Background: an optimization exercise with open tools, aiming at small area and a short achievable clock period. Do not read the settings as production practice. In this exercise RTL edits were held to simulation tests only and were not proved equivalent to the original.

Design main, start of the top module:
module main (
    input wire clk,
    input wire rst,
    input wire [7:0] in,
    input wire [2:0] op,
    input wire apply,
    output wire [7:0] tail,
    output wire empty,
    output reg valid
);
    reg [7:0] q0, q1, q2, q3, q4;
    reg [2:0] c;     
    assign tail  = q0;
    assign empty = (c == 3'd0);
    reg [7:0] a, b;
    always @* begin
        case ({c[2], c[0]})
            2'd0: begin a = q1; b = q0; end
            2'd1: begin a = q2; b = q1; end
            2'd2: begin a = q3; b = q2; end
            default: begin a = q4; b = q3; end
        endcase
    end
    wire [7:0] quo, rem;
    divu8 u_div (.n(b), .d(a), .q(quo), .r(rem));
    wire       sub = op[2];
    wire [7:0] sum = b + (a ^ {8{sub}}) + {7'd0, sub};
    reg [7:0] res;
    always @* begin
        case (op)
            3'd0:    res = in;
            3'd3:    res = a * b;
            3'd5:    res = quo;
            3'd6:    res = rem;
            default: res = sum;
        endcase
    end
    wire full = c[2] & c[0];
    wire ge2  = c[2] | c[1];
    wire ge1  = c != 3'd0;
    wire bad = (op == 3'd7)
             | ((op == 3'd0) & full)
             | ((op == 3'd1) & ~ge1)
             | ((op != 3'd0) & (op != 3'd1) & ~ge2)
             | (((op == 3'd5) | (op == 3'd6)) & (a == 8'd0));
    always @(posedge clk) begin
        if (apply && op != 3'd1) begin
            q0 <= res;
            q1 <= q0;
            q2 <= q1;
            q3 <= q2;
            q4 <= q3;
        end
    end
    always @(posedge clk or posedge rst) begin
        if (rst) begin
            c     <= 3'd0;
            valid <= 1'b1;
        end else if (apply) begin
            if (op == 3'd0) c <= c + 3'd1;
            else            c <= c - 3'd1;
            if (bad) valid <= 1'b0;
        end
    end
  ...
clock: 15.5 ns
lec_check: 0
abc_area: 1
cap_margin: 20
core_margin: 2
core_utilization: 75
setup_slack_margin: 5
slew_margin: 20
run.sh (not shown) runs the stock make flow with config.mk's settings and CLKGATE_MAP_FILE= SYNTH_SCRIPT=/design/flow/synth_recipe.tcl, a recipe that flattens the netlist after the stock synthesis.
The first run stopped in global routing, error DPL-0038.
==> next run, changes <==
ABC_AREA = unset   (was 1)
CORE_UTILIZATION = 60   (was 75)
What happened: The changed run finished with timing, DRC and antenna clean; synthesized cell count drops by 20%; synthesized area decreases by about 1.5%.
==> next run, changes <==
ABC_AREA = 1   (was unset)
The changed run completed with no timing, DRC or antenna violations.
Global-route usage went up by 0.94 points.
Via count went up by 13%.
Wire length went up by 8.9%.
Die area went up by 1.5%.
==> next run, changes <==
ABC_AREA = unset   (was 1)
CORE_UTILIZATION = 40   (was 60)
SETUP_SLACK_MARGIN = unset   (was 5)
After rerunning: Count of clock-buffer cells in the layout is unchanged; sequential cell count stays the same; fmax decreases by about 28%; core utilization decreases by 34 points; non-clock buffer count decreases by 66.

run A:
main, a different RTL version from the one above (not shown whole).
Size: roughly 410 cells after synthesis, about 44 flip-flops, roughly 24 I/O pins, about 4300 um^2 of cells after synthesis.
clock: 15.5 ns
lec_check: 0
cap_margin: 0
core_margin: 2
core_utilization: 60
setup_slack_margin: 3
slew_margin: 0
tns_end_percent: 10
Run A reached the end of the flow, and the finished layout is clean on the timing, design-rule and antenna checks.
[inputs] run B vs run A
Settings: ABC_AREA: unset -> 1; SETUP_SLACK_MARGIN: 3 -> 5.
--- outcome ---
- Run B: no failed stages, no open violations at the end
- Proportion of cell area occupied by multi-input gates: run B < run A
- Taking run A as the reference, in run B post-layout worst setup margin went up 1260 ps; wire length went up 29%; time the final worst path needs with I/O delays and setup decreased 1260 ps; mean instance size in the synthesized netlist went down about 24%; effective utilization at floorplan now smaller.
- Met1 usage: run B and run A compared, lower one is run B
- On run B: layout clock buffer count is 1 higher than what run A gave.
Modified inputs, run C compared to run B
Settings: SETUP_SLACK_MARGIN: 5 -> 4.
[summary]
Status | run B and run C | clean. The core of run C is less densely filled than that of run B. Delta (run C minus run B): final hold slack has increased, met2 capacity usage during global routing dropped 13 points, count of TritonRoute iterations in the first routing pass moved down, maximum root-to-sink buffer count neither gained nor lost much. Minimum clock period in run C is 66 ps above run B.

[re-timing with driven ports]
Ports are ideal in the flow. The routed layouts listed here were re-timed in OpenROAD. Step 1, drivers: a clkbuf_16 drives clk and a buf_2 each remaining input, both assumed. Step 2 also shifts input and output timing later by t, the mid clock arrival at the registers, as if the neighbouring blocks saw the same clock. Three values: ideal, step 1, step 2; two values: the first two.
| run | t, ns | setup WS [ns] | worst setup path at the end | clock arrival spread, ns |
|---|---|---|---|---|
| the second run of note 1 | 0.318 | 3.950 / 3.950 / 3.950 | register to register | 0.008 / 0.008 |
| the third run of note 1 | 0.324 | 5.310 / 5.310 / 5.310 | register to register | 0.004 / 0.004 |
| the fourth run of note 1 | 0.310 | 1.318 / 1.318 / 1.318 | register to register | 0.005 / 0.005 |
| run A | 0.319 | 3.155 / 3.155 / 3.155 | register to register | 0.011 / 0.012 |
| run B | 0.318 | 4.418 / 4.418 / 4.239 | input to register | 0.009 / 0.009 |
| run C | 0.318 | 4.352 / 4.353 / 4.035 | input to register | 0.006 / 0.006 |
After both steps every run listed still meets setup and hold. The setup slack of run C, which loses most, moves by +0.001 ns with the drivers and by -0.317 ns with both steps.
